What follows belongs to an exercise in optimizing a design on an open flow for small area, a short achievable clock period and few clock cycles per item; a production flow would make more cautious choices. The RTL was checked by simulation tests, not by an equivalence proof against the original design. The clock port is modelled as an ideal driver, which makes a skipped or thinned clock tree look cheaper than it is; a real chip needs a root buffer or a tree. No activity file was given, so power comes from the tool's default toggle rates.

==> flow/design.v <==
module apb_fifo (
    input  wire        clk,
    input  wire        rst,
    input  wire        psel,
    input  wire [3:0]  paddr,
    input  wire [31:0] pwdata,
    input  wire        penable,
    input  wire        pwrite,
    output wire [31:0] prdata,
    output wire        pready
);
reg [31:0] mem [0:15];    
reg [15:0] vld;           
reg [15:0] wsel;          
reg [3:0]  cnt;           
reg        rdy;           
reg [31:0] rdq;           
wire setup = psel & ~penable;
wire full  = (cnt == 4'd15);
wire empty = (cnt == 4'd0);
always @(posedge clk or negedge rst) begin
    if (!rst) begin
        rdy  <= 1'b0;
        wsel <= 16'b0;
        cnt  <= 4'd0;
        vld  <= 16'b0;
    end else begin
        rdy  <= setup & (pwrite ? ~full : ~empty);
        wsel <= (setup & pwrite & ~full) ? (16'b1 << paddr) : 16'b0;
        if (rdy)
            cnt <= pwrite ? cnt + 4'd1 : cnt - 4'd1;
        vld <= vld | wsel;
    end
end
wire [63:0] rsel;    
genvar c;
generate
    for (c = 0; c < 4; c = c + 1) begin : g_rsel
        apb_fifo_rsel u_rsel (.paddr(paddr), .vld(vld), .sel(rsel[16*c +: 16]));
    end
endgenerate
wire [31:0] rword;
genvar b, k;
generate
    for (b = 0; b < 32; b = b + 1) begin : g_rbit
        wire [7:0] t;
        wire [1:0] u;
        for (k = 0; k < 8; k = k + 1) begin : g_pair
            apb_fifo_aoi22 u_aoi (.a1(rsel[16*(b/8) + 2*k]), .a2(mem[2*k][b]),
                                  .b1(rsel[16*(b/8) + 2*k+1]), .b2(mem[2*k+1][b]), .y(t[k]));
        end
        apb_fifo_and4  u_a0 (.a(t[3:0]), .y(u[0]));
        apb_fifo_and4  u_a1 (.a(t[7:4]), .y(u[1]));
        apb_fifo_nand2 u_nd (.a(u[0]), .b(u[1]), .y(rword[b]));
    end
endgenerate
integer i;
always @(posedge clk) begin
    for (i = 0; i < 16; i = i + 1)
        if (wsel[i])
            mem[i] <= pwdata;
    rdq <= rword;
end
assign prdata = rdq;
assign pready = rdy;
endmodule
module apb_fifo_aoi22 (input wire a1, a2, b1, b2, output wire y);
assign y = ~((a1 & a2) | (b1 & b2));
endmodule
module apb_fifo_and4 (input wire [3:0] a, output wire y);
assign y = &a;
endmodule
module apb_fifo_nand2 (input wire a, b, output wire y);
assign y = ~(a & b);
endmodule
module apb_fifo_rsel (
    input  wire [3:0]  paddr,
    input  wire [15:0] vld,
    output wire [15:0] sel
);
assign sel = vld & (16'b1 << paddr);
endmodule
==> flow/config.mk <==
export PLATFORM = sky130hd
export DESIGN_NAME = apb_fifo
export DESIGN_NICKNAME = apb_fifo
export VERILOG_FILES = /design/flow/design.v
export SDC_FILE = /design/flow/constraint.sdc
export NUM_CORES = 4
export LEC_CHECK = 0
export CAP_MARGIN = 20
export CORE_MARGIN = 2
export CORE_UTILIZATION = 55
export SETUP_SLACK_MARGIN = 3.1
export SLEW_MARGIN = 20
export SYNTH_HIERARCHICAL = 1
export SYNTH_MINIMUM_KEEP_SIZE = 0
export TNS_END_PERCENT = 100
==> flow/constraint.sdc <==
create_clock -name core_clock -period 5.0 [get_ports {clk}]
set_input_delay 1.0000 -clock core_clock [delete_from_list [all_inputs] [get_ports {clk}]]
set_output_delay 1.0000 -clock core_clock [all_outputs]
set_load 0.01 [all_outputs]
standard.sh (not shown) runs the stock make flow with config.mk's settings and CLKGATE_MAP_FILE= SYNTH_SCRIPT=/design/flow/synth_recipe.tcl, a recipe that flattens the netlist after the stock synthesis.
==> flow/flow/run.sh <==
#!/bin/bash
# Standard layout (bash standard.sh, all ORFS steps), with changes to clock
# tree synthesis and the timing repair that follows it:
#  - TritonCTS builds smaller sink clusters of clkbuf_8 and no dummy loads;
set -euo pipefail
here=$(pwd)
export CTS_ARGS="-sink_clustering_enable -repair_clock_nets -dont_use_dummy_load -sink_clustering_size 16 -sink_clustering_max_diameter 50 -buf_list sky130_fd_sc_hd__clkbuf_8"
# ORFS's own repair after CTS is skipped: post_cts.tcl repairs in steps instead.
export SKIP_CTS_REPAIR_TIMING=1
export FLOW_REPAIR_STEPS="${FLOW_REPAIR_STEPS:-2.5 2.6 2.7 2.8 2.85 2.9 2.95 3.0 3.05 3.1 3.15 3.2}"
export FLOW_FALLBACK_STEPS="2.5 2.6 2.7 2.8 2.9"
export FLOW_DOWNSIZE="${FLOW_DOWNSIZE-^a22oi$}"
export POST_CTS_TCL="$here/flow/post_cts.tcl"
bash standard.sh > "$here/standard.log" 2>&1
Other scripts of this flow, unchanged in this note and not shown: flow/flow/post_cts.tcl, flow/flow/probe.tcl, flow/flow/procs.tcl
The baseline completed without violations.
Testbench counts at the start, summed over its fixed seeds: cycles 6,400, transfers 3,200.
==> next run, changes <==
--- a/flow/design.v
+++ b/flow/design.v
@@ -10,24 +10,27 @@
     output wire        pready
 );
 reg [31:0] mem [0:15];    
 reg [15:0] vld;           
-reg [15:0] wsel;          
+reg        wacc;          
+reg [3:0]  wa;            
 reg [3:0]  cnt;           
 reg        rdy;           
+reg        rdo;           
 reg [31:0] rdq;           
 wire setup = psel & ~penable;
 wire full  = (cnt == 4'd15);
 wire empty = (cnt == 4'd0);
+wire [15:0] wsel = {16{wacc}} & (16'b1 << wa);    
 always @(posedge clk or negedge rst) begin
     if (!rst) begin
         rdy  <= 1'b0;
-        wsel <= 16'b0;
+        wacc <= 1'b0;
         cnt  <= 4'd0;
         vld  <= 16'b0;
     end else begin
         rdy  <= setup & (pwrite ? ~full : ~empty);
-        wsel <= (setup & pwrite & ~full) ? (16'b1 << paddr) : 16'b0;
+        wacc <= setup & pwrite & ~full;
         if (rdy)
             cnt <= pwrite ? cnt + 4'd1 : cnt - 4'd1;
         vld <= vld | wsel;
     end
@@ -55,15 +58,17 @@
     end
 endgenerate
 integer i;
 always @(posedge clk) begin
+    rdo <= setup & (pwrite ? ~full : ~empty);
+    wa  <= paddr;
     for (i = 0; i < 16; i = i + 1)
         if (wsel[i])
             mem[i] <= pwdata;
     rdq <= rword;
 end
 assign prdata = rdq;
-assign pready = rdy;
+assign pready = rdo;
 endmodule
 module apb_fifo_aoi22 (input wire a1, a2, b1, b2, output wire y);
 assign y = ~((a1 & a2) | (b1 & b2));
 endmodule
After rerunning: Combinational power goes up by about 2%. Sequential power goes down by about 1%. Count of clock-buffer cells in the layout goes down by 2. Die area goes down by 1.2%. Design area goes up by 0.36%. Global-route usage goes up by 1.2 points. Sequential share of layout area goes down by 1.6 points. Setup slack is better by 20 ps. Worst hold slack is worse by 14 ps. Total power goes down by 1.8%. Utilization goes up by 1.4 points. Non-clock buffer count goes up by 41. Via count goes up by 1.4%.
Testbench counts after the change, summed over its fixed seeds: cycles 6,400, transfers 3,200.

Setup of JK:
// apb_fifo: RTL as listed in full above, without the edits since
==> flow/config.mk <==
export PLATFORM = sky130hd
export DESIGN_NAME = apb_fifo
export DESIGN_NICKNAME = apb_fifo
export VERILOG_FILES = /design/flow/design.v
export SDC_FILE = /design/flow/constraint.sdc
export NUM_CORES = 4
export LEC_CHECK = 0
export CAP_MARGIN = 20
export CORE_MARGIN = 2
export CORE_UTILIZATION = 55
export SETUP_SLACK_MARGIN = 3.0
export SLEW_MARGIN = 20
export SYNTH_HIERARCHICAL = 1
export SYNTH_MINIMUM_KEEP_SIZE = 0
export TNS_END_PERCENT = 5
==> flow/constraint.sdc <==
create_clock -name core_clock -period 5.0 [get_ports {clk}]
set_input_delay 1.0000 -clock core_clock [delete_from_list [all_inputs] [get_ports {clk}]]
set_output_delay 1.0000 -clock core_clock [all_outputs]
set_load 0.01 [all_outputs]
==> flow/flow/run.sh <==
#!/bin/bash
# Standard layout (bash standard.sh, all ORFS steps), with changes to clock
# tree synthesis and the timing repair that follows it:
#  - TritonCTS builds smaller sink clusters of clkbuf_8 and no dummy loads;
set -euo pipefail
here=$(pwd)
export CTS_ARGS="-sink_clustering_enable -repair_clock_nets -dont_use_dummy_load -sink_clustering_size 16 -sink_clustering_max_diameter 50 -buf_list sky130_fd_sc_hd__clkbuf_8"
# ORFS's own repair after CTS is skipped: post_cts.tcl repairs in steps instead.
export SKIP_CTS_REPAIR_TIMING=1
export FLOW_REPAIR_STEPS="${FLOW_REPAIR_STEPS:-2.5 2.6 2.7 2.8 2.85 2.9 2.95 3.0 3.05 3.1 3.15 3.2}"
export FLOW_FALLBACK_STEPS="2.5 2.6 2.7 2.8 2.9"
export FLOW_DOWNSIZE="${FLOW_DOWNSIZE:-1}"
export POST_CTS_TCL="$here/flow/post_cts.tcl"
bash standard.sh > "$here/standard.log" 2>&1
Other scripts of this flow, unchanged in this note and not shown: flow/flow/post_cts.tcl, flow/flow/probe.tcl, flow/flow/procs.tcl
Testbench counts of JK, summed over its fixed seeds: cycles 6,400, transfers 3,200.
diff inputs: JK => MS
==> flow/design.v, changed modules only <==
module apb_fifo (
    input  wire        clk,
    input  wire        rst,
    input  wire        psel,
    input  wire [3:0]  paddr,
    input  wire [31:0] pwdata,
    input  wire        penable,
    input  wire        pwrite,
    output wire [31:0] prdata,
    output wire        pready
);
reg [31:0] mem [0:15];    
reg [15:0] vld;           
reg [15:0] wsel;          
reg [3:0]  cnt;           
reg        rdy;           
reg [31:0] rdq;           
wire setup = psel & ~penable;
wire full  = (cnt == 4'd15);
wire empty = (cnt == 4'd0);
always @(posedge clk or negedge rst) begin
    if (!rst) begin
        rdy  <= 1'b0;
        wsel <= 16'b0;
        cnt  <= 4'd0;
        vld  <= 16'b0;
    end else begin
        rdy  <= setup & (pwrite ? ~full : ~empty);
        wsel <= (setup & pwrite & ~full) ? (16'b1 << paddr) : 16'b0;
        if (rdy)
            cnt <= pwrite ? cnt + 4'd1 : cnt - 4'd1;
        vld <= vld | wsel;
    end
end
wire [15:0] rsel = vld & (16'b1 << paddr);
wire [31:0] rword;
genvar b, k;
generate
    for (b = 0; b < 32; b = b + 1) begin : g_rbit
        wire [7:0] t;
        wire [1:0] u;
        for (k = 0; k < 8; k = k + 1) begin : g_pair
            apb_fifo_aoi22 u_aoi (.a1(rsel[2*k]), .a2(mem[2*k][b]),
                                  .b1(rsel[2*k+1]), .b2(mem[2*k+1][b]), .y(t[k]));
        end
        apb_fifo_nand4 u_n0 (.a(t[3:0]), .y(u[0]));
        apb_fifo_nand4 u_n1 (.a(t[7:4]), .y(u[1]));
        apb_fifo_or2   u_or (.a(u[0]), .b(u[1]), .y(rword[b]));
    end
endgenerate
integer i;
always @(posedge clk) begin
    for (i = 0; i < 16; i = i + 1)
        if (wsel[i])
            mem[i] <= pwdata;
    rdq <= rword;
end
assign prdata = rdq;
assign pready = rdy;
endmodule
module apb_fifo_nand4 (input wire [3:0] a, output wire y);
assign y = ~&a;
endmodule
module apb_fifo_or2 (input wire a, b, output wire y);
assign y = a | b;
endmodule
// module apb_fifo_and4 removed
// module apb_fifo_nand2 removed
// module apb_fifo_rsel removed
Notes after the runs:
MS: routed length per placed instance about 1.5% above JK
[compare] base=JK new=MS: overall die height decreased by about 1.2% relative to the old numbers, final worst-path cycle share increased by 0.41 points relative to the old numbers, relative contribution of the clock network to total power decreased by 0.2 points relative to the old numbers.
Total power of MS is lower than that of JK.
Against JK, MS comes in 520 µm² lower on post-synthesis instance area.
Higher clock period minus worst slack was reported by MS, not JK.
On die area: between JK and MS, it ends up higher for JK.
MS against JK: data arrival at the endpoint of the critical path shows a reduction of 0.03 ns, hold slack fell by 0.11 ns, global placement routability congestion went down, post-layout worst setup margin now sits lower.
Testbench counts of MS, summed over its fixed seeds: cycles 6,400, transfers 3,200.

==> afterwards: timing with drivers on the ports <==
In the flow no input, the clock included, has a driving cell. The finished layouts below were timed again as built, in two steps.
Step 1: set_driving_cell puts a clkbuf_16 on clk and a buf_2 on each other input, an assumption about the parent block.
Step 2 times the ports against the registers' clock, not the clock port: input delays grow and output delays shrink by t, the midpoint of the rising clock arrivals with the driver on.
a / b / c = ideal ports / drivers / drivers and shift; a / b = the first two.
run | t, ns | setup slack, ns | worst setup path at the end | clock arrival spread, ns
the first run of note 1 | 0.508 | 3.070 / 2.971 / 2.629 | input to register | 0.064 / 0.064
the second run of note 1 | 0.503 | 3.091 / 2.994 / 2.632 | input to register | 0.058 / 0.058
JK | 0.514 | 3.012 / 2.968 / 2.559 | input to register | 0.063 / 0.063
MS | 0.510 | 2.991 / 2.931 / 2.559 | input to register | 0.055 / 0.056
After both steps setup and hold are still met in every run listed. For the second run of note 1, which loses most, drivers alone change the setup slack by -0.097 ns; drivers and shift together by -0.459 ns.
